From an optimization exercise on the open Yosys and OpenROAD flow, aimed at small area; shortcuts taken in it are not production practice.
In this exercise RTL edits were held to simulation tests only and were not proved equivalent to the original.
Power figures rest on the tool's default switching activity, not on a simulated workload.

**flow/run.sh**
```bash
#!/bin/bash
# synth_recipe.tcl (not shown) runs the flow's synth.tcl, then flattens the netlist and writes it again
# the make line also repeats each setting of config.mk as NAME=value (left out here)
make -C /OpenROAD-flow-scripts/flow DESIGN_CONFIG=/design/flow/config.mk WORK_HOME=/design/flow/orfs CLKGATE_MAP_FILE= SYNTH_SCRIPT=/design/flow/synth_recipe.tcl finish
```
**flow/config.mk**
```make
export PLATFORM = sky130hd
export DESIGN_NAME = obstacledodger
export DESIGN_NICKNAME = obstacledodger
export VERILOG_FILES = /design/flow/design.v
export SDC_FILE = /design/flow/constraint.sdc
export NUM_CORES = 4
export LEC_CHECK = 0
export CAP_MARGIN = 20
export CORE_MARGIN = 2
export CORE_UTILIZATION = 40
export SLEW_MARGIN = 20
```
**flow/constraint.sdc**
```tcl
create_clock -name core_clock -period 10.0 [get_ports {CLOCK_50}]
set_input_delay 2.0000 -clock core_clock [delete_from_list [all_inputs] [get_ports {CLOCK_50}]]
set_output_delay 2.0000 -clock core_clock [all_outputs]
set_load 0.01 [all_outputs]
```
**flow/design.v**
```verilog
module delay_counter(clock, resetn, enable, go, tick);
	parameter DELAY = 11'd1666;  
	input clock, resetn, enable;
	output go;
	output tick;
	reg [10:0] delay;
	always @(posedge clock)
	begin
		if (!resetn) begin
				delay <= DELAY;
			end
		else if (enable) begin
			if (delay == 11'd0) begin
				delay <= DELAY;
			end
			else begin
				delay <= delay - 11'd1;
			end
		end
	end
	assign go = (delay == 11'd0) ? 1'b1 : 1'b0;
	assign tick = resetn & enable & (delay == 11'd1);
endmodule
module frame_counter(clock, resetn, step, next, tick);
	parameter FRAME = 4'b1110;  
	input clock, resetn, step;
	output next;
	output tick;
	reg [3:0] frame;
	always @(posedge clock)
	begin
		if (!resetn) begin
			frame <= FRAME;
		end
		else if (step) begin
			if (frame == 4'd0) begin
				frame <= FRAME;
			end
			else begin
				frame <= frame - 4'd1;
			end
		end
	end
	assign next = (frame == 4'd0) ? 1'b1 : 1'b0;
	assign tick = resetn & step & (frame == 4'd1);
endmodule
module obs_datapath(clock, resetn, draw, x, y, colour);
	input clock, resetn, draw;
	output [7:0] x;
	output [6:0] y;
	output reg [2:0] colour;
	reg down;
	reg [4:0] counter;
	reg [7:0] temp_x, orig_x;
	reg [6:0] temp_y, orig_y;
	wire next, frame, frame_tick, next_level;
	delay_counter d1(
		.clock(clock),
		.resetn(resetn),
		.enable(draw),  
		.go(frame),  
		.tick(frame_tick)
		);
	frame_counter f1(
		.clock(clock),
		.resetn(resetn),
		.step(frame_tick),
		.next(next_level),
		.tick(next)
		);
	always @(posedge clock) begin
		if (!resetn) begin
			temp_x <= 8'd60;  
			temp_y <= 7'd0;
			orig_x <= 8'd60;
			orig_y <= 7'd0;
			colour <= 3'd0;  
			down <= 1'b1;
		end
		else if (next) begin  
			colour <= (colour == 3'd0) ? 3'd1 : 3'd0;
			temp_x <= orig_x;
			temp_y <= orig_y;
			if (down) begin
				orig_y <= orig_y + 7'd1;
			end
			else begin
				orig_y <= orig_y - 7'd1;
			end
			if (temp_y >= 7'd104) begin
				down <= 1'b0;
			end
			if (temp_y <= 7'd0) begin
				down <= 1'b1;
			end
		end
	end
	always @(posedge clock) begin
		if (!resetn) begin
			counter <= 5'd0;
		end
		else if (draw) begin
			counter <= counter + 5'd1;
		end
	end
	assign x = temp_x + counter[4];
	assign y = temp_y + counter[3:0];
endmodule
module datapath(clock, resetn, draw, setoff, finish, x, y, colour);
	input clock, resetn, draw, setoff;
	output reg finish;
	output reg [7:0] x;
	output reg [6:0] y;
	output reg [2:0] colour;
	reg [3:0] counter;
	reg [7:0] temp_x, orig_x;
	reg [6:0] temp_y, orig_y;
	reg [1:0] which;
	wire [7:0] obs_x0;
	wire [6:0] obs_y0;
	wire [7:0] obs_x1;
	wire [6:0] obs_y1;
	wire [7:0] obs_x2;
	wire [6:0] obs_y2;
	wire [2:0] obs_colour0;
	wire [2:0] obs_colour1;
	wire [2:0] obs_colour2;
	wire next, frame, frame_tick, next_level;
	delay_counter d1(
		.clock(clock),
		.resetn(resetn),
		.enable(setoff),  
		.go(frame),      
		.tick(frame_tick)
		);
	frame_counter f1(
		.clock(clock),
		.resetn(resetn),
		.step(frame_tick),
		.next(next_level),
		.tick(next)
		);
	obs_datapath od0(
		.clock(clock),
		.resetn(resetn),
		.draw(draw),
		.x(obs_x0),
		.y(obs_y0),
		.colour(obs_colour0)
		);
	obs_datapath od1(
		.clock(clock),
		.resetn(resetn),
		.draw(draw),
		.x(obs_x1),
		.y(obs_y1),
		.colour(obs_colour1)
		);
	obs_datapath od2(
		.clock(clock),
		.resetn(resetn),
		.draw(draw),
		.x(obs_x2),
		.y(obs_y2),
		.colour(obs_colour2)
		);
	always @(posedge clock) begin
		if (!resetn) begin
			temp_x <= 8'd10;  
			temp_y <= 7'd58;
			orig_x <= 8'd10;
			orig_y <= 7'd58;
			finish <= 1'b0;
			colour <= 3'd2;
			which <= 2'd0;
		end
		else if (next) begin  
			temp_x <= orig_x;
			temp_y <= orig_y;
			finish <= 1'b0;
			orig_x <= orig_x + 8'd1;
			colour <= (colour == 3'd0) ? ((which == 2'd1) ? obs_colour0 : 3'd2) : 3'd0;
			if (colour == 3'd0) begin
				which <= which + 2'd1;
			end
		end
	end
	always @(posedge clock) begin
		if (!resetn) begin
			counter <= 4'd0;
		end
		else if (draw) begin
			counter <= counter + 4'd1;
		end
	end
	always @(posedge clock) begin
		case (which)
			2'd0: begin
				x <= temp_x + counter[1:0];
				y <= temp_y + counter[3:2];
			end
			2'd1: begin
				x <= obs_x0;
				y <= obs_y0;
			end
			2'd2: begin
				x <= obs_x1;
				y <= obs_y1;
			end
			2'd3: begin
				x <= obs_x2;
				y <= obs_y2;
			end
		endcase
	end
endmodule
module control(clock, resetn, ld, finish, writeEnable, draw, setoff);
	input clock, resetn, ld, finish;  
	output reg writeEnable;
	output reg draw, setoff;
	reg [1:0] current_state, next_state; 
	localparam  S_BEGIN 				= 2'd0,
				S_LOAD_VALS      		= 2'd1,
				S_PLOT   				= 2'd2,
				S_PLOT_FINISH   		= 2'd3;
	always@(*)
	begin: state_table 
			case (current_state)
				S_BEGIN: next_state = ld ? S_LOAD_VALS : S_BEGIN;
				S_LOAD_VALS: next_state = ld ? S_LOAD_VALS : S_PLOT; 
				S_PLOT: next_state = finish ? S_PLOT_FINISH : S_PLOT;
				S_PLOT_FINISH: next_state = ~resetn ? S_BEGIN : S_PLOT_FINISH; 
			default: next_state = S_BEGIN;
		endcase
	end  
	always @(*)
	begin: enable_signals
		writeEnable = 1'b0;
		draw = 1'b0;
		setoff = 1'b0;
		case (current_state)
			S_BEGIN:begin
				writeEnable = 1'b1;
				draw = 1'b1;
				setoff = 1'b0;
			end
			S_PLOT: begin
				writeEnable = 1'b1;
				draw = 1'b1;
				setoff = 1'b1;
			end
			S_PLOT_FINISH: begin
				writeEnable = 1'b0;
				draw = 1'b0;
			end
		endcase
	end
	always@(posedge clock)
	begin: state_FFs
		if(!resetn)
			current_state <= S_BEGIN;
		else
			current_state <= next_state;
	end  
endmodule
module obstacledodger
	(
		CLOCK_50,						 
		resetn,							 
		start_n,						 
		x,
		y,
		colour,
		plot
	);
	input			CLOCK_50;				 
	input			resetn;
	input			start_n;
	output	[7:0]	x;
	output	[6:0]	y;
	output	[2:0]	colour;
	output			plot;
	wire writeEn;
	assign plot = writeEn;
	wire draw;
	wire finish;
	wire setoff;
	datapath d1(.clock(CLOCK_50), 
				.resetn(resetn),
				.draw(draw), 
				.setoff(setoff),
				.finish(finish), 
				.x(x), 
				.y(y), 
				.colour(colour)
				);
	control c1(.clock(CLOCK_50),
			  .resetn(resetn),
			  .ld(~start_n),
			  .finish(finish),
			  .writeEnable(writeEn),
			  .draw(draw),
			  .setoff(setoff)
			  );
endmodule
```
==> flow_summary_export.csv, run 1 <==
group,metric,value,unit
floorplanning,die_w,147,µm
detailed_routing,ant_nets,0,
floorplanning,initial_core_util,40.4,%
run,maxCapViolations,0,
cts,root_buffer,"clkbuf_16",
pwr,p_int,1150,µW
layout,nNetsFinal,979,
placement,placedCellCount,1164,
setup_path,rrSetupSlack,7.08,ns
timing,tightest_slew,0.802,ns
timing,skew,0.00924,ns
pwr,total_power,1510,µW
layout,area_growth,12.8,%
synthesis,yosys-top-cells-area,"dfxtp_1, ha_1, xnor2_1",
global_routing,grt_pass1_wl,27200,µm
cts,cts_buffers,17,
detailed_routing,wl,15500,µm
synthesis,ys_seq_area_share,39.9,%
floorplanning,top_level_ports,22,
setup_path,endpoint_kind,"flop",
synthesis,synth_fp_nets,971,
synthesis,synth_cells,905,
cts,clkLatencyLatePin,0.43,ns
cts,cts_max_level,4,
placement,port_buffers,20,
timing,maxSlewHeadroom,46.4,%
placement,post_dp_cell_area,8540,µm²
timing,fmax,233,MHz
timing,hold_violations,0,
cts,cts_tree,"built",
cts,post-cts-setup-buffers,0,
synthesis,yosys.area.top_type,"dfxtp_1",
setup_path,slowest_stage,"or4_1",
pwr,power_density,165,nW/µm²
placement,routabilityCongestion,0.739,
setup_path,cpMostUsedCell,"nand3_1",
setup_path,worstPathCellList,"buf_2 -> buf_4 -> or4bb_1 -> nor4_1 -> nand3_1 -> or4_1 -> nand3_1",
cts,cts-hold-fix-buffers,0,
setup_path,start_kind,"input pin",
synthesis,ys_types,63,
synthesis,synth_edf_count,0,
timing,min_period_over_period,43.0,%
synthesis,ys_ff_latch,162,
setup_path,crit_type,"in2reg",
cts,clockBufferDepth,2,
timing,min_period,4.30,ns
timing,setup_viol,0,
timing,rsz0062_at_grt,"false",
status,status,"no timing/DRC/antenna violations",
synthesis,ys_warn_count,5,
synthesis,avgSynthCellArea,8.98,µm²
pwr,power_frac_comb,7.7,%
cts,ctsResizeCount,0,
cts,numClockSinks,162,
layout,num_antenna_cells,0,
layout,final_cell_mix,"dfxtp_1, nand2_1, nor2_1, a21oi_1, ha_1",
pwr,power_switching,367,µW
layout,postLayoutCellArea,9170,µm²
layout,layout.cells.non_filler,1196,
synthesis,ys.flop_type,"dfxtp_1",
setup_path,arrival,4.67,ns
placement,dpl.hpwl,10600,µm
detailed_routing,firstDrtPassIters,5,
pwr,clock_power_share,46.1,%
global_routing,gr-total-overflow,0,
pwr,p_leak,0.00383,µW
pwr,p_seq_share,46.2,%
floorplanning,die_h,147,µm
global_routing,grt_max_degree,53,
pwr,power.share.switching,24.3,%
global_routing,grt_pass1_vias,5836,
pwr,ir_drop,0.124,mV
timing,setup-tns-final,0,ns
setup_path,cp.required,10.37,ns
floorplanning,coreArea,20100,µm²
layout,final_common_cell,"dfxtp_1",
min_path,hold_path.class,"reg2reg",
synthesis,syn_area,8130,µm²
cts,path_clk_slew,0.06,ns
setup_path,worst_path_largest_cell_delay,0.59,ns
setup_path,crit_family,"simple AND/OR/NAND/NOR gates",
layout,drive_gt1_share,5.29,%
detailed_routing,avgViaCountPerCell,5.12,
detailed_routing,drtIter0Drc,298,
synthesis,synth_top_area_share,39.9,%
layout,n_fill_cell,1932,
timing,slew_violations,0,
detailed_routing,wl_per_cell,13.0,µm
global_routing,grt.total_usage,15.3,%
global_routing,antenna_found_initial,0,
setup_path,path_buf_inv,2,
setup_path,cp_max_fo,52,
synthesis,synth_async_sr_flop_share,0,%
floorplanning,row_count,52,
detailed_routing,route.detailed.drc,0,
floorplanning,dieArea,21500,µm²
detailed_routing,vias,6123,
per-stage QoR:
stage,setup slack (ns),hold WS (ns),util [%]
final,5.70,0.447,45.6
after global routing,5.42,0.467,45.6
after CTS,5.68,0.451,45.6
after detailed placement,5.24,0.426,42.5
after global placement,5.26,0.442,42.5
after floorplan,6.22,0.415,-
metal layers:
layer	GRT usage [%]	share of wire (%)	vias to the layer above
met5	0	0	-
met4	4.66	1.1	0
met3	4.06	2.9	19
met2	23.4	42	61
met1	21.1	54	2836
li1	-	-	3207
registers in the layout (all words and copies together) (netlist names), 7 cells and up, named ones only:
signal	count
d1.d1.delay	11
d1.od0.d1.delay	11
d1.od0.orig_y	7
d1.od0.temp_y	7
d1.od1.d1.delay	11
d1.od1.orig_y	7
d1.od1.temp_y	7
d1.od2.d1.delay	11
d1.od2.orig_y	7
d1.od2.temp_y	7
d1.orig_x	8
d1.temp_x	8
d1.x	8
d1.y	7
path summary, 6_finish.rpt:
| path | depth (start not counted) | start | end |
|---|---|---|---|
| max reg2reg | 6 | flop | d1.colour[0] |
| max | 7 | resetn | d1.od1.orig_y[5] |
| min | 1 | d1.counter[3] | d1.y[1] |
| min reg2reg | 1 | d1.counter[3] | d1.y[1] |
cell families (layout without fill, tap and decap cells):
family                     after synthesis  in the layout  share of synthesized area (%)
adders and majority gates               63             63                           10.3
AOI/OAI and AO/OA                      175            175                           14.0
and+or+nand+nor                        336            336                           20.8
buffers and inverters                   63             84                           3.17
xor gates and xnor gates                77             77                           8.30
DFF                                    162            162                           39.9
muxes                                   28             28                           3.46
other                                    1              1                         0.0461
cell type report:
class                      instances  area [µm²]  share of cell area [%]
clock inverter                    15         205                    2.24
inverter                          29         109                    1.19
multi-input combinational        680        4630                    50.5
timing repair buffer              23         218                    2.38
clock buffer                      17         425                    4.64
tap                              270         338                    3.69
sequential                       162        3240                    35.4
synthesized netlist by cell type (3+ instances only):
library cell and number:
a21oi_1 68, dfxtp_1 162, clkbuf_1 26, nand2_1 108, inv_1 27, or4_4 4, o211ai_1 11, and4_1 5
nor2_1 86, o21ai_0 24, nor4_1 19, a21o_1 13, xor2_1 29, or4_1 9, o21bai_1 12, nand4_1 13
or3_1 10, and3_1 10, and2_1 5, buf_1 3, xnor2_1 48, a211oi_1 13, ha_1 56, a211o_1 8
nand3_1 20, fa_1 7, nand2b_1 17, nor2b_1 12, nor3_1 4, mux2i_1 27, a222oi_1 4
power groups by stage:
stage	clock (µW)	combinational, µW	sequential (µW)
3_3_place_gp	0	116	713
5_1_grt	744	134	703
3_5_place_dp	0	117	713
6_report	698	116	699
4_1_cts	716	118	699
2_1_floorplan	0	90.6	708
==> run 2: changes to the inputs <==
==> flow/design.v (replaced) <==
module obstacledodger
	(
		CLOCK_50,						 
		resetn,							 
		start_n,						 
		x,
		y,
		colour,
		plot
	);
	input			CLOCK_50;				 
	input			resetn;
	input			start_n;
	output	[7:0]	x;
	output	[6:0]	y;
	output	[2:0]	colour;
	output			plot;
	reg rst_d, ld_d;
	always @(posedge CLOCK_50) begin
		rst_d <= resetn;
		ld_d  <= ~start_n;
	end
	reg  [1:0] st;
	wire [1:0] st_n;
	assign st_n[0] = rst_d & ld_d & ~st[1];
	assign st_n[1] = rst_d & (st[1] | (st[0] & ~ld_d));
	always @(posedge CLOCK_50) st <= st_n;
	assign plot = ~st_n[0];
	wire draw   = ~st[0];
	wire setoff = st[1];
	localparam [14:0] P_S0  = 15'h244d;
	localparam [14:0] P_END = 15'h7034;    
	reg [14:0] pc;
	wire pc_end = (pc == P_END);
	wire tick_p = setoff & pc_end;
	wire pc_ld  = ~setoff | pc_end;
	always @(posedge CLOCK_50) begin
		pc[14:1] <= pc_ld ? P_S0[14:1] : pc[13:0];
		pc[0]    <= setoff & (pc_end | ~(pc[14] ^ pc[13]));
	end
	localparam [14:0] O_S0  = 15'h0125;
	localparam [14:0] O_END = 15'h6847;    
	reg [14:0] oc;
	wire oc_end = (oc == O_END);
	wire tick_o = draw & oc_end;
	wire oc_ld  = ~resetn | tick_o;
	always @(posedge CLOCK_50) begin
		oc[14:1] <= oc_ld ? O_S0[14:1] : draw ? oc[13:0] : oc[14:1];
		oc[0]    <= resetn & (draw ? (oc_end | ~(oc[14] ^ oc[13])) : oc[0]);
	end
	reg [4:0] cnt;
	always @(posedge CLOCK_50) begin
		if (!rst_d)
			cnt <= 5'd0;
		else if (draw)
			cnt <= cnt + 5'd1;
	end
	reg [6:0] ty;
	reg s, down;
	wire ty0  = (ty == 7'd0);
	wire z    = ty0 & ~s & down;            
	wire ocol = ~ty[0] & ~z;
	always @(posedge CLOCK_50) begin
		if (!rst_d) begin
			ty   <= 7'd0;
			s    <= 1'b0;
			down <= 1'b1;
		end else if (tick_o) begin
			if (!z)
				ty <= s ? ty + 7'd1 : ty - 7'd1;
			s <= down;
			if (ty >= 7'd104)
				down <= 1'b0;
			if (ty0)
				down <= 1'b1;
		end
	end
	reg [7:0] tx;
	reg first, b;
	reg [1:0] wh;
	reg b_n;
	reg [1:0] wh_n;
	always @(*) begin
		b_n  = b;
		wh_n = wh;
		if (!rst_d) begin
			b_n  = 1'b1;
			wh_n = 2'd0;
		end else if (tick_p) begin
			if (b)
				b_n = 1'b0;
			else begin
				wh_n = wh + 2'd1;
				b_n  = (wh == 2'd1) ? ocol : 1'b1;
			end
		end
	end
	always @(posedge CLOCK_50) begin
		b  <= b_n;
		wh <= wh_n;
		if (!rst_d) begin
			tx    <= 8'd10;
			first <= 1'b1;
		end else if (tick_p) begin
			if (!first)
				tx <= tx + 8'd1;
			first <= 1'b0;
		end
	end
	assign colour = {1'b0, b_n & (wh_n != 2'd2), b_n & (wh_n == 2'd2)};
	wire pl = (wh == 2'd0);
	assign x = pl ? tx + {6'd0, cnt[1:0]} : 8'd60 + {7'd0, cnt[4]};
	assign y = pl ? 7'd58 + {5'd0, cnt[3:2]} : ty + {3'd0, cnt[3:0]};
endmodule
==> flow/flow/run.sh (new file) <==
#!/bin/bash
# Standard ORFS layout with smaller port buffers and a clock tree without
# dummy loads. Each tool's full output stays in orfs/logs/; make's own
# output goes to flow.log here.
set -euo pipefail
export CTS_ARGS="-sink_clustering_enable -repair_clock_nets -dont_use_dummy_load -buf_list {sky130_fd_sc_hd__clkbuf_2 sky130_fd_sc_hd__clkbuf_4} -sink_clustering_size 40 -sink_clustering_max_diameter 100"
export BUFFER_PORTS_ARGS="-buffer_cell sky130_fd_sc_hd__buf_1"
bash standard.sh finish > flow.log 2>&1
==> flow/standard.sh (new file) <==
#!/bin/bash
# synth_recipe.tcl (not shown) runs the flow's synth.tcl, then flattens the netlist and writes it again
# the make line also repeats each setting of config.mk as NAME=value (left out here)
make -C /OpenROAD-flow-scripts/flow DESIGN_CONFIG=/design/flow/config.mk WORK_HOME=/design/flow/orfs CLKGATE_MAP_FILE= SYNTH_SCRIPT=/design/flow/synth_recipe.tcl "${@:-finish}"
--- a/flow/config.mk
+++ b/flow/config.mk
@@ -8,4 +8,4 @@
 export CAP_MARGIN = 20
 export CORE_MARGIN = 2
-export CORE_UTILIZATION = 40
+export CORE_UTILIZATION = 65
 export SLEW_MARGIN = 20
removed: flow/run.sh
==> run 2 against run 1 <==
Still clean on timing, DRC and antenna; combinational power is 75% lower; routed wire length fell by 67%; worst setup slack got worse by 0.33 ns; synthesized area shrank 63%; die area is 76% lower; global-route usage up 7.3 points; final area down 66%; critical path depth decreased by 1; flip-flop and latch count is 102 lower; critical endpoint is now colour[1]; largest cell class unchanged; highest routed layer unchanged.
==> flow_summary_export.csv, run 2 <==
group,metric,value,unit
status,status,"no timing/DRC/antenna violations",
synthesis,avgSynthCellArea,9.23,µm²
cts,ctsResizeCount,0,
timing,setup_viol,0,
floorplanning,initial_core_util,67.8,%
pwr,total_power,398,µW
placement,dpl.hpwl,3620,µm
layout,final_util,71.2,%
setup_path,setup.worst_path.start,"pc[9]",
cts,clockBufferDepth,2,
layout,n_fill_cell,370,
timing,tightest_slew,0.677,ns
setup_path,arrival,2.63,ns
timing,hold_violations,0,
layout,final_cell_mix,"dfxtp_1, nor2_1, nand2_1, mux2i_1, buf_1",
floorplanning,top_level_ports,22,
synthesis,synth_top_area_share,40.4,%
cts,root_buffer,"clkbuf_4",
setup_path,endpoint_kind,"primary output",
floorplanning,coreArea,4380,µm²
placement,port_buffers,20,
timing,maxSlewHeadroom,54.8,%
synthesis,yosys.area.top_type,"dfxtp_1",
layout,area_growth,5.05,%
cts,cts-hold-fix-buffers,0,
synthesis,synth_async_sr_flop_share,0,%
placement,routabilityCongestion,0.828,
detailed_routing,route.detailed.drc,0,
setup_path,cp.required,8.00,ns
detailed_routing,wl,5140,µm
setup_path,rrSetupSlack,7.91,ns
cts,numClockSinks,60,
floorplanning,row_count,24,
detailed_routing,ant_nets,0,
detailed_routing,wl_per_cell,13.2,µm
timing,rsz0062_at_grt,"false",
global_routing,gr-total-overflow,0,
synthesis,synth_fp_nets,343,
cts,path_clk_slew,0.10,ns
cts,clkLatencyLatePin,0.38,ns
synthesis,ys.flop_type,"dfxtp_1",
timing,fmax,216,MHz
synthesis,ys_seq_area_share,40.4,%
synthesis,synth_most_common_cell,"dfxtp_1",
layout,reg_top3,"oc: 15 flops, pc: 15 flops, tx: 8 flops",
detailed_routing,avgViaCountPerCell,5.63,
placement,place_ws,5.82,ns
floorplanning,die_w,71.6,µm
global_routing,grt_pass1_wl,9070,µm
detailed_routing,firstDrtPassIters,4,
layout,seq_area,1200,µm²
layout,multi_input_area,1650,µm²
synthesis,ys_ff_latch,60,
cts,cts_tree,"built",
cts,cts_buffers,9,
cts,post-cts-setup-buffers,0,
setup_path,r2r-end,"wh[1]",
global_routing,grt_pass1_vias,2086,
cts,cts_max_level,3,
setup_path,rr_startpoint,"pc[9]",
timing,slew_violations,0,
detailed_routing,vias,2194,
timing,skew,0.0318,ns
layout,final_common_cell,"dfxtp_1",
pwr,p_leak,0.00128,µW
global_routing,antenna_found_initial,0,
floorplanning,die_h,71.6,µm
pwr,power_density,128,nW/µm²
synthesis,syn_area,2970,µm²
layout,num_antenna_cells,0,
layout,nNetsFinal,361,
detailed_routing,drtIter0Drc,84,
synthesis,ys_warn_count,1,
global_routing,grt_max_degree,23,
run,maxCapViolations,0,
setup_path,rr_worst_depth,5,
global_routing,grt.total_usage,22.6,%
setup_path,crit_type,"reg2out",
timing,min_period_over_period,46.3,%
setup_path,start_kind,"flop",
min_path,hold_path.class,"reg2reg",
timing,fin_ws,5.37,ns
synthesis,ys_types,47,
synthesis,synth_edf_count,0,
synthesis,yosys-top-cells-area,"dfxtp_1, mux2i_1, ha_1",
timing,setup-tns-final,0,ns
timing,min_period,4.63,ns
synthesis,synth_cells,322,
floorplanning,dieArea,5130,µm²
synthesis,synth_common_cells,"dfxtp_1, nor2_1, nand2_1",
pwr,ir_drop,0.0957,mV
setup_path,cp_max_fo,13,
setup_path,crit_end,"colour[1]",
layout,drive_gt1_share,6.51,%
[run 2: changes by cell type after synthesis, moves of 19 or more]
cell     delta
xnor2_1    -31
a21oi_1    -58
nand2_1    -85
ha_1       -41
xor2_1     -19
nor2_1     -50
dfxtp_1   -102
[run 2: cell families after synthesis]
logic type | after synthesis | synth area share (%)
other | 1 | 0.126
DFF | 60 | 40.4
adders and majority gates | 18 | 8.33
muxes | 24 | 8.16
xor gates and xnor gates | 27 | 7.95
AOI/OAI and AO/OA | 33 | 6.65
and+or+nand+nor | 130 | 24.3
buffers and inverters | 29 | 4.08
[run 2: layout make-up]
class / instances / area share (%)
sequential: 60 / 38.5
inverter: 15 / 1.80
tap: 52 / 2.08
timing repair buffer: 21 / 2.64
clock buffer: 9 / 2.16
multi-input combinational: 233 / 52.8
[run 2: worst min-delay path by stage]
stage | startpoint | end | slack [ns] | cells after the start
5_1_grt | pc[12] | pc[13] | 0.46 | 1
3_5_place_dp | pc[12] | pc[13] | 0.42 | 1
6_report | pc[12] | pc[13] | 0.44 | 1
2_1_floorplan | pc[12] | pc[13] | 0.40 | 1
4_1_cts | pc[12] | pc[13] | 0.44 | 1
3_3_place_gp | pc[12] | pc[13] | 0.41 | 1
[run 2: worst max-delay path, cell delays in order, from the launching register on]
cell and delay [ns]:
dfxtp_1 0.32, nor4b_1 0.34, nand4_1 0.46, nor3_1 0.55
nand2_1 0.18, o221ai_1 0.20, buf_1 0.18
[run 2: where the power goes]
| part | switching [µW] | internal, µW |
|---|---|---|
| registers | 8.92 | 247 |
| clock network | 71.0 | 41.7 |
| logic | 15.8 | 13.7 |
[run 2: stage by stage]
step | std cells | hold slack, ns | cell area (µm²)
after floorplan | 322 | 0.402 | 2970
after global placement | 381 | 0.410 | 3060
after detailed placement | 381 | 0.423 | 3060
after CTS | 390 | 0.443 | 3120
after global routing | 390 | 0.462 | 3120
final | 390 | 0.440 | 3120
[run 2: per-layer routing]
metal / vias up / wire [µm] / GRT usage (%)
met4: 0 / 105 / 10.1
met2: 46 / 2320 / 36.3
met3: 12 / 152 / 4.64
met1: 1007 / 2570 / 29.5
li1: 1129 / - / -
met5: - / 0 / 0
==> run 3: changes to the inputs <==
==> flow/flow/run.sh (replaced) <==
#!/bin/bash
# Standard ORFS layout with smaller port buffers and a clock tree without
# dummy loads. Each tool's full output stays in orfs/logs/; make's own
# output goes to flow.log here.
set -euo pipefail
export CTS_ARGS="-sink_clustering_enable -repair_clock_nets -dont_use_dummy_load -buf_list {sky130_fd_sc_hd__clkbuf_2 sky130_fd_sc_hd__clkbuf_4} -sink_clustering_size 30"
export BUFFER_PORTS_ARGS="-buffer_cell sky130_fd_sc_hd__buf_1"
bash standard.sh finish > flow.log 2>&1
--- a/flow/config.mk
+++ b/flow/config.mk
@@ -8,4 +8,4 @@
 export CAP_MARGIN = 20
 export CORE_MARGIN = 2
-export CORE_UTILIZATION = 65
+export CORE_UTILIZATION = 40
 export SLEW_MARGIN = 20
==> run 3 against run 2 <==
Via count down 4.6%; clock power about the same; synthesized area unchanged; first-iteration DRC count down 20%; clock-buffer cell count unchanged; die area up 59%; cell count up 12%; worst setup slack better by 0.15 ns; sequential share of layout area down 0.62 points; hold slack worse by 0.019 ns; fmax up 3.3%; final area up 1.6%; largest cell class unchanged.
==> flow_summary_export.csv, run 3 <==
group,metric,value,unit
layout,drive_gt1_share,6.23,%
timing,slew_violations,0,
cts,cts-hold-fix-buffers,0,
setup_path,start_kind,"flop",
cts,root_buffer,"clkbuf_4",
timing,setup_viol,0,
floorplanning,die_h,90.2,µm
layout,nNetsFinal,360,
timing,maxSlewHeadroom,29.5,%
layout,num_antenna_cells,0,
setup_path,crit_type,"reg2out",
placement,post_dp_cell_area,3110,µm²
pwr,p_leak,0.00127,µW
layout,final_cell_mix,"dfxtp_1, nor2_1, nand2_1, mux2i_1, buf_1",
synthesis,ys_ff_latch,60,
synthesis,yosys-top-cells-area,"dfxtp_1, mux2i_1, ha_1",
synthesis,synth_async_sr_flop_share,0,%
floorplanning,top_level_ports,22,
cts,cts_buffers,9,
detailed_routing,wl,5020,µm
layout,final_util,44.0,%
detailed_routing,firstDrtPassIters,4,
floorplanning,row_count,31,
synthesis,ys_types,47,
cts,clkLatencyLatePin,0.39,ns
placement,placedCellCount,427,
synthesis,synth_fp_nets,343,
layout,postLayoutCellArea,3170,µm²
status,status,"no timing/DRC/antenna violations",
global_routing,gr-total-overflow,0,
detailed_routing,wl_per_cell,11.5,µm
timing,skew,0.0235,ns
layout,area_growth,6.78,%
pwr,ir_drop,0.0844,mV
synthesis,ys.flop_type,"dfxtp_1",
detailed_routing,ant_nets,0,
detailed_routing,avgViaCountPerCell,4.80,
layout,layout.cells.non_filler,436,
synthesis,syn_area,2970,µm²
run,maxCapViolations,0,
global_routing,grt_max_degree,23,
setup_path,cp_max_fo,13,
synthesis,synth_cells,322,
timing,tightest_slew,1.06,ns
global_routing,grt_pass1_vias,1970,
setup_path,arrival,2.48,ns
synthesis,avgSynthCellArea,9.23,µm²
cts,post-cts-setup-buffers,0,
cts,cts_max_level,3,
timing,rsz0062_at_grt,"false",
timing,min_period,4.48,ns
placement,dpl.hpwl,3640,µm
cts,clockBufferDepth,2,
placement,port_buffers,20,
min_path,hold_path.class,"reg2reg",
cts,ctsResizeCount,0,
cts,cts_tree,"built",
layout,n_fill_cell,736,
layout,final_common_cell,"dfxtp_1",
global_routing,grt.total_usage,13.5,%
timing,hold_violations,0,
synthesis,synth_edf_count,0,
setup_path,endpoint_kind,"primary output",
pwr,power_density,126,nW/µm²
synthesis,synth_top_area_share,40.4,%
cts,path_clk_slew,0.08,ns
timing,min_period_over_period,44.8,%
synthesis,ys_warn_count,1,
floorplanning,initial_core_util,41.2,%
timing,fmax,223,MHz
detailed_routing,route.detailed.drc,0,
detailed_routing,drtIter0Drc,67,
placement,routabilityCongestion,0.817,
synthesis,ys_seq_area_share,40.4,%
global_routing,grt_pass1_wl,8910,µm
floorplanning,coreArea,7210,µm²
layout,reg_top3,"oc: 15 flops, pc: 15 flops, tx: 8 flops",
global_routing,antenna_found_initial,0,
floorplanning,dieArea,8140,µm²
timing,setup-tns-final,0,ns
floorplanning,die_w,90.2,µm
synthesis,synth_most_common_cell,"dfxtp_1",
synthesis,yosys.area.top_type,"dfxtp_1",
cts,numClockSinks,60,
setup_path,cp.required,8.00,ns
synthesis,synth_common_cells,"dfxtp_1, nor2_1, nand2_1",
detailed_routing,vias,2093,
[run 3: cell counts after synthesis]
Identical to the previous run, type by type.
[run 3: worst max-delay path, stage by stage, from the launching register on]
cell      delay, ns
dfxtp_1        0.31
nor4b_1        0.31
nand4_1        0.46
nor3_1         0.52
nand2_1        0.17
o221ai_1       0.18
buf_1          0.17
[run 3: power by group]
| group | total (µW) | internal [µW] | switching, µW | leakage, µW |
|---|---|---|---|---|
| logic | 26.7 | 13.5 | 13.2 | 0.000741 |
| clock network | 114 | 41.8 | 72.0 | 0.0000414 |
| registers | 258 | 247 | 10.8 | 0.000490 |
[run 3: worst paths after layout]
path,startpoint,end,slack [ns],depth (start not counted)
hold / removal,pc[12],pc[13],0.42,1
hold reg to reg,pc[12],pc[13],0.42,1
setup / recovery,pc[9],colour[1],5.52,6
setup reg to reg,st[0],ty[6],7.66,5
[run 3: per-layer routing]
layer	part of all wire [%]	GRT usage [%]	wire, µm
met5	0	0	0
met2	43	20.5	2140
met1	52	17.3	2590
met3	3.9	5.20	198
met4	1.9	5.26	95
[run 3: area by class of cell]
cell class | count | area (µm²) | share of cell area (%)
Timing Repair Buffer | 20 | 75.1 | 2.37
Inverter | 15 | 56.3 | 1.77
Multi-Input combinational cell | 233 | 1650 | 52.0
Sequential cell | 60 | 1200 | 37.8
Clock buffer | 9 | 67.6 | 2.13
Tap cell | 99 | 124 | 3.90
[run 3: cells by family after synthesis]
logic type | count (synthesis) | synth area share [%]
AND/OR/NAND/NOR | 130 | 24.3
buffers and inverters | 29 | 4.08
multiplexers | 24 | 8.16
AO/OA/AOI/OAI | 33 | 6.65
other | 1 | 0.126
adder cells (fa/ha/maj) | 18 | 8.33
flip-flops | 60 | 40.4
XOR/XNOR | 27 | 7.95
[run 3: metrics by stage]
stage          setup WS [ns]  total power, µW  hold WS, ns
2_1_floorplan           6.36              284        0.402
3_3_place_gp            5.99              290        0.412
3_5_place_dp            5.94              291        0.412
4_1_cts                 5.49              406        0.424
5_1_grt                 5.30              421        0.444
6_report                5.52              398        0.421
==> run 4: changes to the inputs <==
--- a/flow/design.v
+++ b/flow/design.v
@@ -16,4 +16,6 @@
 	output	[2:0]	colour;
 	output			plot;
+	localparam [14:0] P_FIRST  = 15'd23336;   
+	localparam [14:0] P_PERIOD = 15'd25004;   
 	reg rst_d, ld_d;
 	always @(posedge CLOCK_50) begin
@@ -29,23 +31,16 @@
 	wire draw   = ~st[0];
 	wire setoff = st[1];
-	localparam [14:0] P_S0  = 15'h244d;
-	localparam [14:0] P_END = 15'h7034;    
-	reg [14:0] pc;
-	wire pc_end = (pc == P_END);
-	wire tick_p = setoff & pc_end;
-	wire pc_ld  = ~setoff | pc_end;
+	reg [14:0] pc, oc;
+	wire tick_p = setoff & (pc == 15'd0);
+	wire tick_o = draw   & (oc == 15'd0);
 	always @(posedge CLOCK_50) begin
-		pc[14:1] <= pc_ld ? P_S0[14:1] : pc[13:0];
-		pc[0]    <= setoff & (pc_end | ~(pc[14] ^ pc[13]));
-	end
-	localparam [14:0] O_S0  = 15'h0125;
-	localparam [14:0] O_END = 15'h6847;    
-	reg [14:0] oc;
-	wire oc_end = (oc == O_END);
-	wire tick_o = draw & oc_end;
-	wire oc_ld  = ~resetn | tick_o;
-	always @(posedge CLOCK_50) begin
-		oc[14:1] <= oc_ld ? O_S0[14:1] : draw ? oc[13:0] : oc[14:1];
-		oc[0]    <= resetn & (draw ? (oc_end | ~(oc[14] ^ oc[13])) : oc[0]);
+		if (!rst_d)
+			pc <= P_FIRST;
+		else if (setoff)
+			pc <= (pc == 15'd0) ? P_PERIOD : pc - 15'd1;
+		if (!rst_d)
+			oc <= P_FIRST;
+		else if (draw)
+			oc <= (oc == 15'd0) ? P_PERIOD : oc - 15'd1;
 	end
 	reg [4:0] cnt;
@@ -57,20 +52,20 @@
 	end
 	reg [6:0] ty;
-	reg s, down;
-	wire ty0  = (ty == 7'd0);
-	wire z    = ty0 & ~s & down;            
-	wire ocol = ~ty[0] & ~z;
+	reg s, down, ocol;
+	wire ozero = (ty == 7'd0) & down & ~ocol;    
 	always @(posedge CLOCK_50) begin
 		if (!rst_d) begin
 			ty   <= 7'd0;
-			s    <= 1'b0;
+			s    <= 1'b1;
 			down <= 1'b1;
+			ocol <= 1'b0;
 		end else if (tick_o) begin
-			if (!z)
+			ocol <= ~ocol;
+			if (!ozero)
 				ty <= s ? ty + 7'd1 : ty - 7'd1;
 			s <= down;
 			if (ty >= 7'd104)
 				down <= 1'b0;
-			if (ty0)
+			if (ty == 7'd0)
 				down <= 1'b1;
 		end
==> flow/run.sh (new file) <==
#!/bin/bash
# synth_recipe.tcl (not shown) runs the flow's synth.tcl, then flattens the netlist and writes it again
# the make line also repeats each setting of config.mk as NAME=value (left out here)
make -C /OpenROAD-flow-scripts/flow DESIGN_CONFIG=/design/flow/config.mk WORK_HOME=/design/flow/orfs CLKGATE_MAP_FILE= SYNTH_SCRIPT=/design/flow/synth_recipe.tcl finish
removed: flow/flow/run.sh
removed: flow/standard.sh
==> run 4 against run 3 <==
Global-route usage rose by 2.0 points; combinational power rose by 45%; clock power rose by 77%; via count rose by 24%; highest routed layer unchanged.
==> flow_summary_export.csv, run 4 <==
group,metric,value,unit
status,status,"no timing/DRC/antenna violations",
synthesis,avgSynthCellArea,8.67,µm²
synthesis,ys.flop_type,"dfxtp_1",
global_routing,gr-total-overflow,0,
timing,fin_ws,5.14,ns
global_routing,grt_pass1_wl,11100,µm
detailed_routing,wl,6350,µm
layout,final_cell_mix,"dfxtp_1, nor2_1, nand2_1, xnor2_1, clkdlybuf4s50_1",
setup_path,rr_startpoint,"pc[4]",
timing,min_period,4.86,ns
timing,slew_violations,0,
timing,skew,0.00732,ns
synthesis,synth_most_common_cell,"dfxtp_1",
timing,maxSlewHeadroom,47.8,%
pwr,p_int,381,µW
synthesis,synth_fp_nets,415,
detailed_routing,vias,2601,
cts,post-cts-setup-buffers,0,
synthesis,ys_ff_latch,61,
placement,port_buffers,20,
layout,num_antenna_cells,0,
setup_path,setup.worst_path.start,"pc[4]",
pwr,ir_drop,0.0772,mV
global_routing,grt.total_usage,15.5,%
setup_path,cp_max_fo,11,
min_path,hold_path.startpoint,"oc[14]",
layout,nNetsFinal,432,
cts,ctsResizeCount,0,
synthesis,ys_types,52,
synthesis,synth_cells,390,
layout,n_fill_cell,793,
floorplanning,coreArea,8220,µm²
synthesis,yosys-top-cells-area,"dfxtp_1, ha_1, xnor2_1",
pwr,power_density,131,nW/µm²
min_path,min_to,"oc[14]",
global_routing,antenna_found_initial,0,
min_path,hold_path.class,"reg2reg",
layout,reg_top3,"oc: 15 flops, pc: 15 flops, tx: 8 flops",
setup_path,arrival,2.86,ns
global_routing,grt_pass1_vias,2428,
synthesis,ys_warn_count,1,
setup_path,r2r-end,"tx[3]",
synthesis,synth_top_area_share,36.1,%
timing,setup-tns-final,0,ns
floorplanning,row_count,33,
floorplanning,die_w,96.0,µm
timing,fmax,206,MHz
cts,cts_buffers,9,
timing,setup_viol,0,
timing,min_period_over_period,48.6,%
layout,final_common_cell,"dfxtp_1",
setup_path,start_kind,"flop",
cts,cts_tree,"built",
setup_path,rrSetupSlack,7.60,ns
layout,area_growth,13.5,%
synthesis,synth_common_cells,"dfxtp_1, nor2_1, nand2_1",
setup_path,cp.required,8.00,ns
pwr,power_frac_comb,7.7,%
cts,cts-hold-fix-buffers,0,
detailed_routing,wl_per_cell,12.3,µm
detailed_routing,avgViaCountPerCell,5.04,
detailed_routing,route.detailed.drc,0,
pwr,power_switching,122,µW
setup_path,rr_worst_depth,5,
floorplanning,dieArea,9210,µm²
cts,clkLatencyLatePin,0.33,ns
detailed_routing,drtIter0Drc,90,
timing,rsz0062_at_grt,"false",
placement,post_dp_cell_area,3660,µm²
global_routing,grt_max_degree,33,
floorplanning,initial_core_util,41.2,%
pwr,power.share.switching,24.2,%
run,maxCapViolations,0,
synthesis,syn_area,3380,µm²
timing,hold-worst-slack,0.492,ns
min_path,hold_path_depth,2,
setup_path,endpoint_kind,"primary output",
cts,root_buffer,"clkbuf_8",
pwr,p_leak,0.00148,µW
synthesis,synth_edf_count,0,
timing,hold_violations,0,
pwr,p_seq_share,52.1,%
synthesis,synth_async_sr_flop_share,0,%
synthesis,ys_seq_area_share,36.1,%
placement,dpl.hpwl,4550,µm
placement,place_ws,5.52,ns
cts,path_clk_slew,0.07,ns
setup_path,crit_type,"reg2out",
pwr,clock_power_share,40.2,%
floorplanning,top_level_ports,22,
cts,numClockSinks,61,
cts,clockBufferDepth,2,
layout,postLayoutCellArea,3840,µm²
placement,routabilityCongestion,0.755,
layout,drive_gt1_share,7.54,%
detailed_routing,firstDrtPassIters,4,
synthesis,yosys.area.top_type,"dfxtp_1",
timing,tightest_slew,0.773,ns
cts,cts_max_level,3,
detailed_routing,ant_nets,0,
floorplanning,die_h,96.0,µm
[run 4: changes by cell type after synthesis, sizes merged, moves of 5 or more]
cell and delta:
xor2 +7, o21ai +6, nand3 +7, mux2i -13, and2 -7, nor3 +6
xnor2 +10, nor2 +10, or2 -6, a21oi +5, nand2 +12
[run 4: through the flow]
stage / cells / total power [µW] / utilization (%)
6_report: 516 / 502 / 46.7
5_1_grt: 516 / 531 / 46.7
4_1_cts: 516 / 511 / 46.7
3_5_place_dp: 501 / 306 / 44.5
3_3_place_gp: 501 / 305 / 44.5
2_1_floorplan: 390 / 293 / -
[run 4: logic make-up after synthesis]
logic type / after synthesis / synth area share, %
buffers and inverters: 34 / 3.96
adder cells (fa/ha/maj): 22 / 8.80
other: 1 / 0.111
AND/OR/NAND/NOR: 162 / 26.1
AO/OA/AOI/OAI: 54 / 9.91
multiplexers: 12 / 3.66
XOR/XNOR: 44 / 11.4
flip-flops: 61 / 36.1
[run 4: worst max path at each step]
stage | endpoint | cells past startpoint
after detailed placement | colour[1] | 6
after floorplan | colour[1] | 6
after global routing | colour[1] | 6
after CTS | colour[1] | 6
final | colour[1] | 6
after global placement | colour[1] | 6
[run 4: power by group through the flow]
stage	clock network [µW]	logic [µW]	registers, µW
finish	202	38.7	262
global route	223	45.2	263
CTS	210	39.4	262
detailed placement	0	38.9	267
global placement	0	38.7	267
floorplan	0	30.1	263
[run 4: metal layers]
metal  GRT usage (%)  wire length, µm  vias up
met4            5.71               68        0
li1                -                -     1383
met5               0                0        -
met2            23.5             2730       35
met3            3.99              211        8
met1            21.0             3340     1175
[run 4: worst max-delay path, stage by stage, from the launching register on]
cell             delay, ns
dfxtp_1               0.37
nor4_4                0.37
nand3_1               0.39
nor3_2                0.49
nand2_1               0.14
o221ai_1              0.20
clkdlybuf4s50_1       0.56
[run 4: layout make-up]
cell class              count  area, µm²  area share, %
inverters                  19       71.3           1.86
multi-input cells         295       2030           52.8
clock buffers               9        124           3.23
flip-flops and latches     61       1220           31.8
repair buffers             21        208           5.41
well taps                 105        131           3.42
clock inverters             6       55.1           1.43
==> run 5: changes to the inputs <==
--- a/flow/design.v
+++ b/flow/design.v
@@ -16,6 +16,4 @@
 	output	[2:0]	colour;
 	output			plot;
-	localparam [14:0] P_FIRST  = 15'd23336;   
-	localparam [14:0] P_PERIOD = 15'd25004;   
 	reg rst_d, ld_d;
 	always @(posedge CLOCK_50) begin
@@ -31,16 +29,22 @@
 	wire draw   = ~st[0];
 	wire setoff = st[1];
+	localparam [14:0] T_END = 15'h7739;
+	localparam [14:0] T_RST = 15'h363a;
 	reg [14:0] pc, oc;
-	wire tick_p = setoff & (pc == 15'd0);
-	wire tick_o = draw   & (oc == 15'd0);
+	wire pc_end = (pc == T_END);
+	wire oc_end = (oc == T_END);
+	wire tick_p = setoff & pc_end;
+	wire tick_o = draw   & oc_end;
+	wire [14:0] pc_step = pc_end ? 15'd0 : {pc[13:0], ~(pc[14] ^ pc[13])};
+	wire [14:0] oc_step = oc_end ? 15'd0 : {oc[13:0], ~(oc[14] ^ oc[13])};
 	always @(posedge CLOCK_50) begin
+		if (!rst_d || !setoff)
+			pc <= T_RST;
+		else
+			pc <= pc_step;
 		if (!rst_d)
-			pc <= P_FIRST;
-		else if (setoff)
-			pc <= (pc == 15'd0) ? P_PERIOD : pc - 15'd1;
-		if (!rst_d)
-			oc <= P_FIRST;
+			oc <= T_RST;
 		else if (draw)
-			oc <= (oc == 15'd0) ? P_PERIOD : oc - 15'd1;
+			oc <= oc_step;
 	end
 	reg [4:0] cnt;
--- a/flow/config.mk
+++ b/flow/config.mk
@@ -9,3 +9,5 @@
 export CORE_MARGIN = 2
 export CORE_UTILIZATION = 40
+export CTS_BUF_LIST = sky130_fd_sc_hd__clkbuf_2 sky130_fd_sc_hd__clkbuf_4
+export CTS_CLUSTER_SIZE = 30
 export SLEW_MARGIN = 20
==> run 5 against run 4 <==
Cell count shrank 14%; routed wire length shrank 14%; total power shrank 5.7%; clock-buffer cell count is the same; synthesized cell count shrank 18%; largest power group unchanged; critical path depth is the same; combinational power shrank 16%; sequential power is essentially flat; register-to-register slack lost 0.15 ns.
==> flow_summary_export.csv, run 5 <==
group,metric,value,unit
layout,drive_gt1_share,7.51,%
synthesis,syn_area,2980,µm²
global_routing,grt.total_usage,14.9,%
layout,final_cell_mix,"dfxtp_1, nor2_1, nand2_1, clkdlybuf4s50_1",
detailed_routing,vias,2269,
placement,routabilityCongestion,0.738,
synthesis,synth_edf_count,0,
pwr,ir_drop,0.0963,mV
synthesis,ys_warn_count,1,
setup_path,start_kind,"flop",
synthesis,ys_types,48,
synthesis,synth_compound_area_share,13.3,%
setup_path,rr_worst_depth,5,
synthesis,ys.flop_type,"dfxtp_1",
timing,tightest_slew,0.889,ns
layout,final_common_cell,"dfxtp_1",
cts,cts_max_level,3,
timing,rsz0062_at_grt,"false",
setup_path,worstPathCellList,"or4b_1 -> or4_4 -> or3_1 -> a41oi_1 -> and2_1 -> clkdlybuf4s50_1",
layout,num_antenna_cells,0,
synthesis,yosys.area.top_type,"dfxtp_1",
cts,ctsResizeCount,0,
placement,dpl.hpwl,3830,µm
setup_path,cp_max_fo,13,
timing,hold_violations,0,
detailed_routing,drtIter0Drc,62,
cts,path_clk_slew,0.12,ns
run,maxCapViolations,0,
timing,min_period_over_period,52.9,%
synthesis,synth_top_family_by_area,"simple AND/OR/NAND/NOR gates",
detailed_routing,firstDrtPassIters,4,
pwr,power_density,138,nW/µm²
synthesis,yosys-top-cells-area,"dfxtp_1, ha_1, mux2i_1",
timing,maxSlewHeadroom,40.6,%
synthesis,synth-xor-area-share,7.06,%
timing,slew_violations,0,
timing,skew,0.0156,ns
setup_path,endpoint_kind,"primary output",
placement,port_buffers,20,
global_routing,grt_pass1_wl,9930,µm
synthesis,synth_top_area_share,41.0,%
global_routing,grt_max_degree,36,
synthesis,synth-simple-area-share,20.7,%
synthesis,synth_fa_ha_area_share,8.32,%
global_routing,antenna_found_initial,0,
detailed_routing,ant_nets,0,
cts,cts_tree,"built",
floorplanning,die_w,90.3,µm
layout,n_fill_cell,721,
synthesis,synth_common_cells,"dfxtp_1, nor2_1, nand2_1",
min_path,hold_path_depth,1,
cts,clockBufferDepth,2,
timing,min_period,5.29,ns
cts,root_buffer,"clkbuf_4",
setup_path,slowest_stage,"or4_4",
floorplanning,die_h,90.3,µm
cts,clkLatencyLatePin,0.41,ns
synthesis,synth_most_common_cell,"dfxtp_1",
synthesis,synth_mux_area_share,5.80,%
synthesis,synth_fp_nets,342,
synthesis,synth_async_sr_flop_share,0,%
setup_path,worst_path_largest_cell_delay,0.65,ns
setup_path,cp.required,8.00,ns
detailed_routing,wl_per_cell,12.3,µm
synthesis,avgSynthCellArea,9.27,µm²
timing,setup_viol,0,
global_routing,grt_pass1_vias,2167,
floorplanning,row_count,31,
synthesis,synth_cells,321,
status,status,"no timing/DRC/antenna violations",
synthesis,ys_seq_area_share,41.0,%
floorplanning,initial_core_util,41.3,%
floorplanning,top_level_ports,22,
floorplanning,dieArea,8150,µm²
timing,fmax,189,MHz
setup_path,arrival,3.29,ns
layout,nNetsFinal,362,
timing,setup-tns-final,0,ns
pwr,p_leak,0.00140,µW
setup_path,crit_type,"reg2out",
detailed_routing,avgViaCountPerCell,5.10,
floorplanning,coreArea,7210,µm²
synthesis,ys_ff_latch,61,
global_routing,gr-total-overflow,0,
cts,post-cts-setup-buffers,0,
detailed_routing,wl,5490,µm
cts,cts_buffers,9,
layout,area_growth,15.2,%
detailed_routing,route.detailed.drc,0,
layout,reg_top3,"oc: 15 flops, pc: 15 flops, tx: 8 flops",
min_path,hold_path.class,"reg2reg",
layout,final_util,47.5,%
cts,numClockSinks,61,
cts,cts-hold-fix-buffers,0,
[run 5: per-layer routing]
layer,global-route usage (%),vias up,routed length (µm)
met4,4.74,0,56
met2,23.2,31,2530
li1,-,1179,-
met5,0,-,0
met1,18.8,1055,2720
met3,6.18,4,186
[run 5: kinds of logic after synthesis]
kind of cell | Yosys count
xor gates and xnor gates | 24
adders and majority gates | 18
buffers and inverters | 28
muxes | 17
DFF | 61
other | 1
and+or+nand+nor | 115
AOI/OAI and AO/OA | 57
[run 5: path summary, 6_finish.rpt]
check              from   endpoint  slack, ns
setup / recovery  pc[1]  colour[1]       4.71
hold / removal    pc[0]      pc[1]       0.45
setup reg to reg  pc[1]      tx[5]       7.45
hold reg to reg   pc[0]      pc[1]       0.45
[run 5: layout make-up]
type	count	area, µm²	area share [%]
clock buffer	9	67.6	1.97
tap	99	124	3.61
timing repair buffer	21	228	6.64
clock inverter	7	81.3	2.37
inverter	16	60.1	1.75
sequential	61	1220	35.6
multi-input combinational	232	1650	48.0
[run 5: power by group]
| group | switching (µW) | internal [µW] | total, µW | leakage [µW] |
|---|---|---|---|---|
| clock network | 100 | 79.5 | 180 | 0.0000775 |
| registers | 10.0 | 252 | 262 | 0.000498 |
| logic | 15.1 | 17.5 | 32.6 | 0.000828 |
| total | 125 | 349 | 474 | 0.00140 |
[run 5: metrics by stage]
step	worst slack, ns	hold WS, ns	power [µW]	instances	cell area [µm²]
2_1_floorplan	5.82	0.409	288	321	2980
3_3_place_gp	5.21	0.425	298	428	3250
3_5_place_dp	5.16	0.432	299	428	3250
4_1_cts	4.65	0.463	481	444	3400
5_1_grt	4.51	0.479	497	445	3430
6_report	4.71	0.451	474	445	3430
[run 5: worst max-delay path, delay by kind of cell (launching register included)]
family	cells	cell delay (ns)
compound gates	1	0.27
buf+inv	1	0.53
flops	1	0.33
simple gates	4	1.75
==> run 6: changes to the inputs <==
--- a/flow/config.mk
+++ b/flow/config.mk
@@ -9,5 +9,3 @@
 export CORE_MARGIN = 2
 export CORE_UTILIZATION = 40
-export CTS_BUF_LIST = sky130_fd_sc_hd__clkbuf_2 sky130_fd_sc_hd__clkbuf_4
-export CTS_CLUSTER_SIZE = 30
 export SLEW_MARGIN = 20
==> run 6 against run 5 <==
Still clean on timing, DRC and antenna; highest routed layer unchanged; routed wire length up 0.35%; final area up 1.6%; clock skew down 0.0072 ns; sequential power about the same; critical endpoint unchanged; clock-buffer cell count unchanged; via count down 0.93%; largest power group unchanged.
==> flow_summary_export.csv, run 6 <==
group,metric,value,unit
cts,clkLatencyLatePin,0.34,ns
synthesis,ys_types,48,
setup_path,r2r-end,"tx[5]",
setup_path,cp.required,8.00,ns
detailed_routing,firstDrtPassIters,5,
cts,cts_max_level,3,
pwr,power_density,149,nW/µm²
placement,dpl.hpwl,3830,µm
setup_path,crit_type,"reg2out",
timing,rsz0062_at_grt,"false",
detailed_routing,wl,5510,µm
synthesis,synth_cells,321,
timing,slew_violations,0,
cts,root_buffer,"clkbuf_8",
min_path,min_to,"pc[12]",
timing,skew,0.00843,ns
synthesis,synth_common_cells,"dfxtp_1, nor2_1, nand2_1",
timing,maxSlewHeadroom,41.0,%
synthesis,synth_top_area_share,41.0,%
floorplanning,initial_core_util,41.3,%
cts,path_clk_slew,0.07,ns
setup_path,rr_worst_depth,5,
detailed_routing,route.detailed.drc,0,
placement,placedCellCount,428,
synthesis,avgSynthCellArea,9.27,µm²
detailed_routing,wl_per_cell,12.4,µm
status,status,"no timing/DRC/antenna violations",
cts,cts-hold-fix-buffers,0,
layout,layout.cells.non_filler,445,
synthesis,syn_area,2980,µm²
floorplanning,die_w,90.3,µm
min_path,hold_path_depth,1,
cts,ctsResizeCount,0,
global_routing,grt_most_used_layer,"met2",
cts,numClockSinks,61,
detailed_routing,drtIter0Drc,64,
global_routing,gr-total-overflow,0,
detailed_routing,vias,2248,
min_path,hold_path.startpoint,"pc[11]",
layout,num_antenna_cells,0,
min_path,hold_path.class,"reg2reg",
timing,tightest_slew,0.883,ns
detailed_routing,ant_nets,0,
detailed_routing,avgViaCountPerCell,5.05,
timing,fmax,192,MHz
layout,area_growth,17.1,%
placement,post_dp_cell_area,3250,µm²
global_routing,grt_pass1_wl,9920,µm
placement,routabilityCongestion,0.738,
layout,final_common_cell,"dfxtp_1",
setup_path,rrSetupSlack,7.47,ns
run,maxCapViolations,0,
layout,reg_top3,"oc: 15 flops, pc: 15 flops, tx: 8 flops",
global_routing,use_met3,5.18,%
setup_path,cp_max_fo,13,
floorplanning,row_count,31,
layout,final_cell_mix,"dfxtp_1, nor2_1, nand2_1, clkdlybuf4s50_1",
timing,setup-tns-final,0,ns
global_routing,grt_max_degree,36,
cts,post-cts-setup-buffers,0,
synthesis,yosys.area.top_type,"dfxtp_1",
layout,drive_gt1_share,7.51,%
setup_path,arrival,3.20,ns
floorplanning,dieArea,8150,µm²
synthesis,ys_seq_area_share,41.0,%
synthesis,synth_edf_count,0,
timing,min_period_over_period,52.0,%
synthesis,synth_most_common_cell,"dfxtp_1",
setup_path,start_kind,"flop",
synthesis,ys_warn_count,1,
global_routing,grt_util_met1,18.9,%
timing,hold_violations,0,
global_routing,antenna_found_initial,0,
global_routing,grt_pass1_vias,2175,
synthesis,synth_async_sr_flop_share,0,%
layout,nNetsFinal,362,
synthesis,ys.flop_type,"dfxtp_1",
synthesis,ys_ff_latch,61,
layout,postLayoutCellArea,3480,µm²
global_routing,grt.total_usage,14.8,%
layout,n_fill_cell,724,
pwr,p_leak,0.00143,µW
synthesis,synth_fp_nets,342,
setup_path,rr_startpoint,"pc[1]",
floorplanning,die_h,90.3,µm
synthesis,yosys-top-cells-area,"dfxtp_1, ha_1, mux2i_1",
placement,port_buffers,20,
setup_path,endpoint_kind,"primary output",
floorplanning,top_level_ports,22,
floorplanning,coreArea,7210,µm²
pwr,ir_drop,0.0932,mV
cts,cts_buffers,9,
global_routing,grt.met2_usage,23.2,%
cts,clockBufferDepth,2,
cts,cts_tree,"built",
timing,setup_viol,0,
timing,min_period,5.20,ns
run 6: changes by cell type in the layout (fill, tap and decap cells not counted):
cell      previous run  this run
clkbuf_4             9         0
clkbuf_8             0         9
run 6: area by class of cell:
cell class              instances  area (µm²)  area share, %
multi-input cells             232        1650           47.3
flip-flops and latches         61        1220           35.0
repair buffers                 21         228           6.54
clock buffers                   9         124           3.55
well taps                      99         124           3.55
clock inverters                 7        81.3           2.33
inverters                      16        60.1           1.72
run 6: metal layers:
| layer | vias to the layer above | wire (µm) |
|---|---|---|
| met1 | 1035 | 2730 |
| met2 | 33 | 2500 |
| met5 | - | 0 |
| met4 | 0 | 44 |
| li1 | 1175 | - |
| met3 | 5 | 235 |
run 6: cells by family after synthesis:
logic type,share of synthesized area (%)
buffers and inverters,3.66
xor gates and xnor gates,7.06
muxes,5.80
and+or+nand+nor,20.7
adders and majority gates,8.32
other,0.126
AOI/OAI and AO/OA,13.3
DFF,41.0
run 6: worst max path at each step:
| stage | cells past startpoint | end | slack, ns | from |
|---|---|---|---|---|
| 2_1_floorplan | 5 | colour[1] | 5.82 | pc[1] |
| 3_3_place_gp | 6 | colour[1] | 5.21 | pc[1] |
| 3_5_place_dp | 6 | colour[1] | 5.16 | pc[1] |
| 4_1_cts | 6 | colour[1] | 4.77 | pc[1] |
| 5_1_grt | 6 | colour[1] | 4.63 | pc[1] |
| 6_report | 6 | colour[1] | 4.80 | pc[1] |
run 6: per-stage QoR:
| step | total power (µW) | util [%] | setup slack [ns] | hold slack [ns] |
|---|---|---|---|---|
| detailed placement | 299 | 45.1 | 5.16 | 0.432 |
| floorplan | 288 | - | 5.82 | 0.409 |
| CTS | 524 | 47.9 | 4.77 | 0.451 |
| finish | 518 | 48.3 | 4.80 | 0.449 |
| global route | 542 | 48.3 | 4.63 | 0.468 |
| global placement | 298 | 45.1 | 5.21 | 0.425 |
run 6: critical path, stage by stage (launching register included):
cell and delay (ns):
dfxtp_1 0.31, or4b_1 0.54, or4_4 0.65, or3_1 0.41, a41oi_1 0.27, and2_1 0.15
clkdlybuf4s50_1 0.53
run 6: power breakdown:
part           internal [µW]  leakage [µW]  switching [µW]
clock network            118      0.000101             105
registers                252      0.000498            10.1
logic                   17.5      0.000828            15.1
==> run 7: changes to the inputs <==
==> flow/flow/run.sh (new file) <==
#!/bin/bash
# Standard ORFS layout with smaller port buffers and a clock tree without
# dummy loads. Each tool's full output stays in orfs/logs/; make's own
# output goes to flow.log here.
set -euo pipefail
export CTS_ARGS="-sink_clustering_enable -repair_clock_nets -dont_use_dummy_load -buf_list {sky130_fd_sc_hd__clkbuf_2 sky130_fd_sc_hd__clkbuf_4} -sink_clustering_size 30"
export BUFFER_PORTS_ARGS="-buffer_cell sky130_fd_sc_hd__buf_1"
bash standard.sh finish > flow.log 2>&1
==> flow/standard.sh (new file) <==
#!/bin/bash
# synth_recipe.tcl (not shown) runs the flow's synth.tcl, then flattens the netlist and writes it again
# the make line also repeats each setting of config.mk as NAME=value (left out here)
make -C /OpenROAD-flow-scripts/flow DESIGN_CONFIG=/design/flow/config.mk WORK_HOME=/design/flow/orfs CLKGATE_MAP_FILE= SYNTH_SCRIPT=/design/flow/synth_recipe.tcl "${@:-finish}"
removed: flow/run.sh
==> run 7 against run 6 <==
Synthesized area unchanged; still clean on timing, DRC and antenna; final area down 7.5%; critical path type unchanged; highest routed layer unchanged; die area unchanged.
==> flow_summary_export.csv, run 7 <==
group,metric,value,unit
synthesis,ys_seq_area_share,41.0,%
layout,area_growth,8.24,%
setup_path,slowest_stage,"or4_4",
setup_path,start_kind,"flop",
setup_path,rr_worst_depth,5,
layout,reg_top3,"oc: 15 flops, pc: 15 flops, tx: 8 flops",
synthesis,ys_ff_latch,61,
synthesis,ys.flop_type,"dfxtp_1",
timing,hold-worst-slack,0.443,ns
placement,routabilityCongestion,0.747,
setup_path,endpoint_kind,"primary output",
detailed_routing,ant_nets,0,
timing,slew_violations,0,
cts,clockBufferDepth,2,
timing,rsz0062_at_grt,"false",
global_routing,gr-total-overflow,0,
layout,num_antenna_cells,0,
detailed_routing,wl,5450,µm
layout,multi_input_area,1650,µm²
timing,setup_viol,0,
global_routing,grt_pass1_vias,2103,
cts,numClockSinks,61,
pwr,ir_drop,0.0778,mV
layout,seq_area,1220,µm²
cts,cts_max_level,3,
detailed_routing,route.detailed.drc,0,
pwr,power_density,126,nW/µm²
layout,layout.cells.non_filler,438,
layout,final_cell_mix,"dfxtp_1, nor2_1, nand2_1, buf_1",
floorplanning,die_h,90.3,µm
placement,dpl.hpwl,3850,µm
timing,hold_violations,0,
cts,path_clk_slew,0.12,ns
setup_path,worstPathCellList,"or4b_1 -> or4_4 -> or3_1 -> a41oi_1 -> and2_1 -> buf_1",
placement,placedCellCount,428,
synthesis,yosys-top-cells-area,"dfxtp_1, ha_1, mux2i_1",
detailed_routing,vias,2284,
floorplanning,top_level_ports,22,
detailed_routing,wl_per_cell,12.4,µm
timing,skew,0.0496,ns
synthesis,synth_common_cells,"dfxtp_1, nor2_1, nand2_1",
synthesis,avgSynthCellArea,9.27,µm²
timing,tightest_slew,0.877,ns
cts,cts-hold-fix-buffers,0,
min_path,hold_path.class,"reg2reg",
floorplanning,row_count,31,
timing,fmax,206,MHz
setup_path,rr_startpoint,"pc[1]",
cts,cts_tree,"built",
layout,nNetsFinal,362,
layout,drive_gt1_share,5.60,%
timing,min_period,4.85,ns
synthesis,yosys.area.top_type,"dfxtp_1",
cts,cts_buffers,9,
timing,setup-tns-final,0,ns
setup_path,rrSetupSlack,7.50,ns
cts,clkLatencyLatePin,0.41,ns
global_routing,grt_pass1_wl,9610,µm
cts,post-cts-setup-buffers,0,
pwr,total_power,407,µW
floorplanning,die_w,90.3,µm
floorplanning,dieArea,8150,µm²
timing,min_period_over_period,48.5,%
floorplanning,coreArea,7210,µm²
run,maxCapViolations,0,
synthesis,syn_area,2980,µm²
synthesis,synth_most_common_cell,"dfxtp_1",
setup_path,worst_path_largest_cell_delay,0.65,ns
synthesis,synth_fp_nets,342,
detailed_routing,firstDrtPassIters,4,
layout,final_common_cell,"dfxtp_1",
global_routing,grt.total_usage,14.3,%
timing,maxSlewHeadroom,41.4,%
min_path,min_to,"pc[4]",
global_routing,grt_max_degree,36,
cts,ctsResizeCount,0,
synthesis,ys_types,48,
global_routing,antenna_found_initial,0,
setup_path,r2r-end,"tx[5]",
placement,port_buffers,20,
min_path,hold_path_depth,1,
cts,root_buffer,"clkbuf_4",
pwr,p_leak,0.00131,µW
synthesis,synth_top_area_share,41.0,%
detailed_routing,drtIter0Drc,116,
setup_path,cp_max_fo,13,
detailed_routing,avgViaCountPerCell,5.21,
setup_path,crit_type,"reg2out",
setup_path,cp.required,8.00,ns
synthesis,ys_warn_count,1,
min_path,hold_path.startpoint,"pc[3]",
synthesis,synth_edf_count,0,
status,status,"no timing/DRC/antenna violations",
synthesis,synth_async_sr_flop_share,0,%
layout,n_fill_cell,741,
floorplanning,initial_core_util,41.3,%
synthesis,synth_cells,321,
setup_path,arrival,2.85,ns
[run 7: worst max path at each step]
stage          start        end  slack [ns]  cells after the start
2_1_floorplan  pc[1]  colour[1]        5.82                      5
3_3_place_gp   pc[1]  colour[1]        5.59                      6
3_5_place_dp   pc[1]  colour[1]        5.54                      6
4_1_cts        pc[1]  colour[1]        5.11                      6
5_1_grt        pc[1]  colour[1]        4.98                      6
6_report       pc[1]  colour[1]        5.15                      6
[run 7: logic make-up (layout without fill, tap and decap cells)]
| kind of cell | after synthesis | count (layout) | synth area share, % |
|---|---|---|---|
| simple gates | 115 | 115 | 20.7 |
| flops | 61 | 61 | 41.0 |
| compound gates | 57 | 57 | 13.3 |
| buf+inv | 28 | 46 | 3.66 |
| xor+xnor | 24 | 24 | 7.06 |
| fa+ha+maj | 18 | 18 | 8.32 |
| mux | 17 | 17 | 5.80 |
| other cells | 1 | 1 | 0.126 |
[run 7: per-layer routing]
layer  wire length [µm]  vias up  GRT usage [%]
met4                 57        0           3.85
met5                  0        -              0
met2               2370       36           22.2
met1               2810     1065           18.9
li1                   -     1177              -
met3                219        6           5.34
[run 7: cell type report]
type,instances,area share (%)
well taps,99,3.84
inverters,16,1.86
clock buffers,9,2.10
flip-flops and latches,61,37.9
repair buffers,21,3.18
multi-input cells,232,51.1
[run 7: where the power goes]
group / internal, µW / switching (µW)
Sequential: 252 / 10.2
Combinational: 14.2 / 15.2
Clock: 41.7 / 73.6
Total: 307 / 99.1
[run 7: per-stage QoR]
stage / worst slack (ns) / util [%] / cell area (µm²)
after floorplan: 5.82 / - / 2980
after global placement: 5.59 / 43.3 / 3130
after detailed placement: 5.54 / 43.3 / 3130
after CTS: 5.11 / 44.3 / 3190
after global routing: 4.98 / 44.7 / 3220
final: 5.15 / 44.7 / 3220
[run 7: critical path: cells and delay by family (launching register included)]
kind                   cells  cell delay, ns
AND/OR/NAND/NOR            4            1.75
flip-flops                 1            0.32
AO/OA/AOI/OAI              1            0.27
buffers and inverters      1            0.14

==> re-timing with driven ports <==
No port has a modelled driver above. Below, the same layouts with a new extraction and two added sets of constraints.
Step 1 sets driving cells, clkbuf_16 on the clock port and buf_2 on the other inputs (assumed; they add their load-dependent delay and slew).
Step 2 moves the port delays by t, midway between the first and last clock arrival at a register: inputs arrive t later, outputs are due t later. That takes back most of the time a late clock gives input paths.
a / b / c = ideal / step 1 / step 2; a / b = the first two.
| run | t (ns) | setup slack, ns | hold WS [ns] | worst setup path at the end | worst data-port slew with drivers (ns) |
|---|---|---|---|---|---|
| run 1 | 0.473 | 5.703 / 5.725 / 5.252 | 0.447 / 0.447 / 0.447 | input to register | 0.04 |
| run 2 | 0.393 | 5.369 / 5.345 / 5.738 | 0.440 / 0.440 / 0.440 | register to output | 0.03 |
| run 3 | 0.404 | 5.518 / 5.493 / 5.897 | 0.421 / 0.421 / 0.421 | register to output | 0.03 |
| run 4 | 0.354 | 5.143 / 5.116 / 5.470 | 0.492 / 0.492 / 0.492 | register to output | 0.03 |
| run 5 | 0.427 | 4.712 / 4.686 / 5.113 | 0.451 / 0.451 / 0.451 | register to output | 0.03 |
| run 6 | 0.365 | 4.798 / 4.771 / 5.136 | 0.449 / 0.449 / 0.449 | register to output | 0.03 |
| run 7 | 0.410 | 5.145 / 5.118 / 5.528 | 0.443 / 0.443 / 0.443 | register to output | 0.03 |
After both steps setup and hold are still met in every run listed. The setup slack of run 1, which loses most, moves by +0.022 ns with the drivers and by -0.451 ns with both steps.
